This design comes from an exercise in tuning for small area on the open sky130 flow, not from production work.
In this exercise RTL edits were held to simulation tests only and were not proved equivalent to the original.
Power is estimated from default activity; no workload was simulated.

==> inputs of 10-22 <==
==> flow/design.v <==
`timescale 1ns / 1ps
module FSM_top(emerg_in, g_f, f_f, s_f, emerg_out, motor, reset, clk, seg, next_LED, an);
input emerg_in, g_f, f_f, s_f, reset, clk;
output [6:0] seg;
output [7:0] an;
output emerg_out;
output [2:0] motor;
output [2:0] next_LED;
reg [5:0] a;      
reg h;            
reg [2:0] r;      
reg [4:0] q;      
reg [1:0] d2;
reg [1:0] lf;
reg [8:0] ps;     
reg [1:0] pg;     
reg [2:0] ctl;    
reg m2;           
wire alast = (a[4:0] == 5'b01110);
wire scan = alast & ~h;
wire step = alast & h & (q == 5'd0) & (r[1:0] == 2'd2);
wire emerg = (d2 == 2'd3);
wire [1:0] disp1 = emerg ? 2'd0 : lf;
wire [1:0] disp2 = emerg ? 2'd0 : d2;
reg [1:0] nf;
always @(*) begin
    case (d2)
    2'd0: nf = f_f ? 2'd1 : s_f ? 2'd2 : 2'd0;
    2'd1: nf = g_f ? 2'd0 : s_f ? 2'd2 : 2'd1;
    default: nf = g_f ? 2'd0 : f_f ? 2'd1 : 2'd2;
    endcase
end
reg [2:0] ctl_n;
always @(*) begin
    case ({disp1, disp2})
    4'b0001: ctl_n = 3'b001;
    4'b0010: ctl_n = 3'b101;
    4'b0100: ctl_n = 3'b010;
    4'b0110: ctl_n = 3'b001;
    4'b1000: ctl_n = 3'b110;
    4'b1001: ctl_n = 3'b010;
    default: ctl_n = 3'b000;
    endcase
end
wire pend = (pg == 2'b00) ? ((ps & 9'b111101111) == 9'b000100111) :
            (pg == 2'b01) ? ((ps & 9'b110110101) == 9'b100100101) :
                            ((ps & 9'b111110101) == 9'b100000100);
wire [1:0] pg_n = pend ? {pg[0] & ~pg[1], ~pg[1]} : pg;
always @(posedge clk or posedge reset) begin
    if (reset) begin
        a <= 6'b011100;
        h <= 1'b0;
        r <= 3'd0;
        q <= 5'd0;
        d2 <= 2'd0;
        lf <= 2'd0;
        ps <= 9'b000001100;
        pg <= 2'b00;
        ctl <= 3'd0;
        m2 <= 1'b0;
    end else begin
        a <= {a[4:0], a[5] ^ a[0] ^ alast};
        h <= h ^ alast;
        if (scan) begin
            r <= r + 3'd1;
            q <= (q == 5'd24) ? 5'd0 : q + 5'd1;
        end
        if (step) begin
            lf <= disp2;
            d2 <= (emerg_in | emerg) ? 2'd3 : nf;
        end
        ps <= {ps[7:0], ps[8] ^ ps[4] ^ pend};
        pg <= pg_n;
        ctl <= ctl_n;
        m2 <= ctl[2] ? ~pg_n[1] : ~pg_n[0];
    end
end
assign emerg_out = emerg;
assign next_LED = {lf == 2'd2, lf == 2'd1, lf == 2'd0};
assign motor = {m2, ctl[1:0]};
assign an = ~{r == 3'd0, r == 3'd7, r == 3'd6, r == 3'd5, r == 3'd4, r == 3'd3, r == 3'd2, r == 3'd1};
wire [1:0] dv2 = ((q == 5'd0) & ~h) ? lf : disp2;
wire [1:0] dv = (r == 3'd1) ? disp1 : dv2;
wire blank = (r != 3'd1) & (r != 3'd2);
assign seg = blank ? 7'b1111111 :
             (dv == 2'd0) ? 7'b0000001 :
             (dv == 2'd1) ? 7'b1001111 : 7'b0010010;
endmodule
==> flow/flow/run.sh <==
#!/bin/bash
# Own layout flow: the standard ORFS flow (standard.sh) with
#  - synthesis: the standard script, but no adder extraction (ADDER_MAP_FILE empty) and an
#    area-oriented ABC script for the final mapping (flow/synth_wrap.tcl, flow/abc_area.script);
#  - port buffers: buf_1 instead of the default choice;
#  - CTS: small clock buffers and no dummy loads.
# Each tool's output goes to logs in the work folder (ORFS's own logs are under orfs/logs).
set -euo pipefail
W=$(cd "$(dirname "${BASH_SOURCE[0]}")/.." && pwd)
cd "$W"
export AREA_ABC_SCRIPT="$W/flow/abc_area.script"
export FLOW_SYNTH_TCL="$W/synth_recipe.tcl"
bash standard.sh \
  SYNTH_SCRIPT="$W/flow/synth_wrap.tcl" \
  ADDER_MAP_FILE= \
  BUFFER_PORTS_ARGS="-buffer_cell sky130_fd_sc_hd__buf_1" \
  CTS_ARGS="-repair_clock_nets -dont_use_dummy_load -buf_list sky130_fd_sc_hd__clkbuf_8 -root_buf sky130_fd_sc_hd__clkbuf_16 -distance_between_buffers 500 -branching_point_buffers_distance 500" \
  finish > "$W/flow_standard.log" 2>&1
==> flow/flow/abc_area.script <==
&get -n
&st
&dch
&nf -R 1000
&st
&syn2
&dch
&nf -R 1000
&st
&dch -f
&nf -R 1000
&put
==> flow/flow/synth_wrap.tcl <==
# Standard synthesis (the work folder's synth_recipe.tcl), with the final ABC mapping run
# with an area-oriented script instead of ORFS's speed script.
proc abc {args} {
  set i [lsearch -exact $args -script]
  if { $i >= 0 } {
    set args [lreplace $args [expr {$i + 1}] [expr {$i + 1}] $::env(AREA_ABC_SCRIPT)]
  }
  puts "abc (area script): $args"
  yosys abc {*}$args
}
source $::env(FLOW_SYNTH_TCL)
==> flow/standard.sh <==
#!/bin/bash
# synth_recipe.tcl (not shown) runs the flow's synth.tcl, then flattens the netlist and writes it again
# the make line also repeats each setting of config.mk as NAME=value (left out here)
make -C /OpenROAD-flow-scripts/flow DESIGN_CONFIG=/design/flow/config.mk WORK_HOME=/design/flow/orfs CLKGATE_MAP_FILE= SYNTH_SCRIPT=/design/flow/synth_recipe.tcl "${@:-finish}"
==> flow/config.mk <==
export PLATFORM = sky130hd
export DESIGN_NAME = FSM_top
export DESIGN_NICKNAME = FSM_top
export VERILOG_FILES = /design/flow/design.v
export SDC_FILE = /design/flow/constraint.sdc
export NUM_CORES = 4
export LEC_CHECK = 0
export CAP_MARGIN = 20
export CORE_MARGIN = 2
export CORE_UTILIZATION = 40
export SLEW_MARGIN = 20
==> flow/constraint.sdc <==
create_clock -name core_clock -period 10.0 [get_ports {clk}]
set_input_delay 2.0000 -clock core_clock [delete_from_list [all_inputs] [get_ports {clk}]]
set_output_delay 2.0000 -clock core_clock [all_outputs]
set_load 0.01 [all_outputs]
==> 04-01: changes against 10-22 <==
==> flow/design.v (replaced) <==
`timescale 1ns / 1ps
module FSM_top(emerg_in, g_f, f_f, s_f, emerg_out, motor, reset, clk, seg, next_LED, an);
input emerg_in, g_f, f_f, s_f, reset, clk;
output [6:0] seg;
output [7:0] an;
output emerg_out;
output [2:0] motor;
output [2:0] next_LED;
reg [5:0] a;      
reg h;            
reg [2:0] r;      
reg [4:0] q;      
reg [1:0] d2;
reg [1:0] lf;
reg [8:0] ps;     
reg [1:0] pg;     
reg [2:0] ctl;    
reg m2;           
wire alast = (a[4:0] == 5'b01110);
wire scan = alast & ~h;
wire q0 = (q == 5'd0);
wire step = alast & h & q0 & r[1] & ~r[0];
wire emerg = d2[1] & d2[0];
wire c1 = lf[0] & ~emerg;
wire c2 = lf[1] & ~emerg;
wire n1 = d2[0] & ~d2[1];
wire n2 = d2[1] & ~d2[0];
wire c0 = ~c1 & ~c2;
wire n0 = ~d2[0] & ~d2[1];
wire [1:0] nf;
assign nf[0] = d2[1] ? (~g_f & f_f) : d2[0] ? (~g_f & ~s_f) : f_f;
assign nf[1] = d2[1] ? (~g_f & ~f_f) : d2[0] ? (~g_f & s_f) : (~f_f & s_f);
wire [2:0] ctl_n;
assign ctl_n[0] = (c0 & (n1 | n2)) | (c1 & n2);
assign ctl_n[1] = (c1 & n0) | (c2 & ~d2[1]);
assign ctl_n[2] = (c0 & n2) | (c2 & n0);
wire pend = ~pg[0] ? ((ps & 9'b111101111) == 9'b000100111) :
            ~pg[1] ? ((ps & 9'b110110101) == 9'b100100101) :
                     ((ps & 9'b111110101) == 9'b100000100);
wire [1:0] pg_n = pend ? {pg[0] & ~pg[1], ~pg[1]} : pg;
always @(posedge clk or posedge reset) begin
    if (reset) begin
        a <= 6'b011100;
        h <= 1'b0;
        r <= 3'd0;
        q <= 5'd0;
        d2 <= 2'd0;
        lf <= 2'd0;
        ps <= 9'b000001100;
        pg <= 2'b00;
        ctl <= 3'd0;
        m2 <= 1'b0;
    end else begin
        a <= {a[4:0], a[5] ^ a[0] ^ alast};
        h <= h ^ alast;
        if (scan) begin
            r <= r + 3'd1;
            q <= (q[4] & q[3]) ? 5'd0 : q + 5'd1;
        end
        if (step) begin
            lf <= {n2, n1};
            d2 <= (emerg_in | emerg) ? 2'd3 : nf;
        end
        ps <= {ps[7:0], ps[8] ^ ps[4] ^ pend};
        pg <= pg_n;
        ctl <= ctl_n;
        m2 <= ctl[2] ? ~pg_n[1] : ~pg_n[0];
    end
end
assign emerg_out = emerg;
assign next_LED = {lf[1], lf[0], ~(lf[1] | lf[0])};
assign motor = {m2, ctl[1:0]};
assign an = ~{r == 3'd0, r == 3'd7, r == 3'd6, r == 3'd5, r == 3'd4, r == 3'd3, r == 3'd2, r == 3'd1};
wire sel = q0 & ~h;
wire blank = r[2] | ~(r[1] ^ r[0]);
wire is1 = r[0] ? c1 : sel ? lf[0] : n1;
wire is2 = r[0] ? c2 : sel ? lf[1] : n2;
assign seg = {blank | is1, blank, blank | is2, blank | is1, blank | is1, blank | is1 | is2, blank | ~is2};
endmodule
==> flow/flow/run.sh (replaced) <==
#!/bin/bash
# Own layout flow: the standard ORFS flow (standard.sh) with
#  - synthesis: the standard script, but no adder extraction (ADDER_MAP_FILE empty) and an
#    area-oriented ABC script for the final mapping (flow/synth_wrap.tcl). Synthesis is run
#    once with each flow/abc_*.script and the script giving the smallest cell area is kept;
#  - port buffers: buf_1 instead of the default choice;
#  - CTS: clkbuf_4 clock buffers and no dummy loads.
# Each run's output goes to a log in the work folder (ORFS's own logs are under orfs/logs).
set -euo pipefail
W=$(cd "$(dirname "${BASH_SOURCE[0]}")/.." && pwd)
cd "$W"
export FLOW_SYNTH_TCL="$W/synth_recipe.tcl"
SYNTH_ARGS=(SYNTH_SCRIPT="$W/flow/synth_wrap.tcl" ADDER_MAP_FILE=)
STAT="$W/orfs/reports/${FLOW_PLATFORM:-sky130hd}/FSM_top/base/synth_stat.txt"

best=""
best_area=""
for s in "$W"/flow/abc_*.script; do
  name=$(basename "$s" .script)
  rm -rf "$W/orfs"
  if AREA_ABC_SCRIPT="$s" bash standard.sh "${SYNTH_ARGS[@]}" synth > "$W/synth_$name.log" 2>&1; then
    area=$(awk '/Chip area for module/ {print $NF}' "$STAT" | tail -1)
    echo "$name: $area" >> "$W/synth_choice.log"
    if [[ -n "$area" ]] && { [[ -z "$best" ]] || awk -v a="$area" -v b="$best_area" 'BEGIN { exit !(a < b) }'; }; then
      best="$s"
      best_area="$area"
    fi
  else
    echo "$name: failed" >> "$W/synth_choice.log"
  fi
done
[[ -n "$best" ]] || best="$W/flow/abc_a5.script"
echo "chosen: $(basename "$best") $best_area" >> "$W/synth_choice.log"

rm -rf "$W/orfs"
AREA_ABC_SCRIPT="$best" bash standard.sh "${SYNTH_ARGS[@]}" \
  BUFFER_PORTS_ARGS="-buffer_cell sky130_fd_sc_hd__buf_1" \
  CTS_ARGS="-sink_clustering_enable -repair_clock_nets -dont_use_dummy_load -buf_list sky130_fd_sc_hd__clkbuf_4 -sink_clustering_size 40 -sink_clustering_max_diameter 100" \
  finish > "$W/flow_standard.log" 2>&1
==> flow/flow/abc_a11.script (new file) <==
strash
dc2
balance; rewrite; refactor; balance; rewrite; rewrite -z; balance; refactor -z; rewrite -z; balance
&get -n
&st
&dch -f
&nf -R 1000
&put
mfs2
strash
&get -n
&dch -f
&nf -R 1000
&put
==> flow/flow/abc_a2.script (new file) <==
&get -n
&st
&dch
&nf -R 1000
&put
==> flow/flow/abc_a5.script (new file) <==
&get -n
&st
&dch
&nf -R 1000
&st
&syn2
&dch
&nf -R 1000
&st
&dch -f
&nf -R 1000
&put
==> flow/flow/abc_a6.script (new file) <==
strash
dc2
strash
dch -f
amap
topo
==> flow/flow/abc_a9.script (new file) <==
&get -n
&st
&dch
&nf -R 1000
&st
&dc2
&dch -f
&nf -R 1000
&st
&dc2
&dch -f
&nf -R 1000
&st
&dc2
&dch -f
&nf -R 1000
&st
&dc2
&dch -f
&nf -R 1000
&st
&dc2
&dch -f
&nf -R 1000
&put
removed: flow/flow/abc_area.script
==> comparison table <==
	04-01	10-22
Number of vias after detailed routing	1068	1087
Clock Network Area Fraction	2.327%	7.305%
Mean instance size in the synthesized netlist	10.61 um2	10.47 um2
Ratio of final minimum period to clock period	40.65%	41.01%
DIE AREA	4133 um2	4166 um2
Share of the final layout cell area in multi-input gates	33.51%	31.63%
Initial DRC count	63	56
Sequential share of cell area	53.14%	50.04%
Final Util	47.22%	50.15%
Average routed wire per standard cell	12.39 um	11.97 um
Pwr/cell area	127.2 nW/um2	161.2 nW/um2
Worst Clk Skew	31.31 ps	5.879 ps
Worst slack after detailed placement	6257 ps	6205 ps
Later-pin clock latency in the skew report	330 ps	270 ps
Number of distinct library cell variants in the gate-level netlist after synthesis	33	31
Largest incremental delay on the critical path	420 ps	510 ps
Detailed-route vias per instance	5.086	5.103
Signal buf overhead	6.749%	6.355%
Final hold slack	351.7 ps	358.6 ps
Non-clock inverter count	3	6
Total nets after synthesis	143	146
Highest ir drop seen on vdd	0.00006589 V	0.00008125 V
Internal Power	0.1622 mW	0.2265 mW
Placed inst area	1575 um2	1588 um2
Outcome	complete, no violations	complete, no violations
Cell at the root of the clock tree	clkbuf_4	clkbuf_16

==> what the ideal ports hide <==
No port has a modelled driver above. Below, the same layouts with a new extraction and two added sets of constraints.
Step 1 assumes that a clkbuf_16 drives the clock port and a buf_2 every other input.
Step 2 also shifts input and output timing later by t, the mid clock arrival at the registers, as if the neighbouring blocks saw the same clock.
Three values: no drivers, after step 1, after step 2; two values: the first two.
run	shift t [ns]	setup slack, ns	worst setup path at the end	pins driven straight from the clock port
10-22	0.297	5.899 / 5.869 / 6.166	register to output	1
04-01	0.342	5.935 / 5.913 / 6.255	register to output	1
After both steps setup and hold are still met in every run listed.
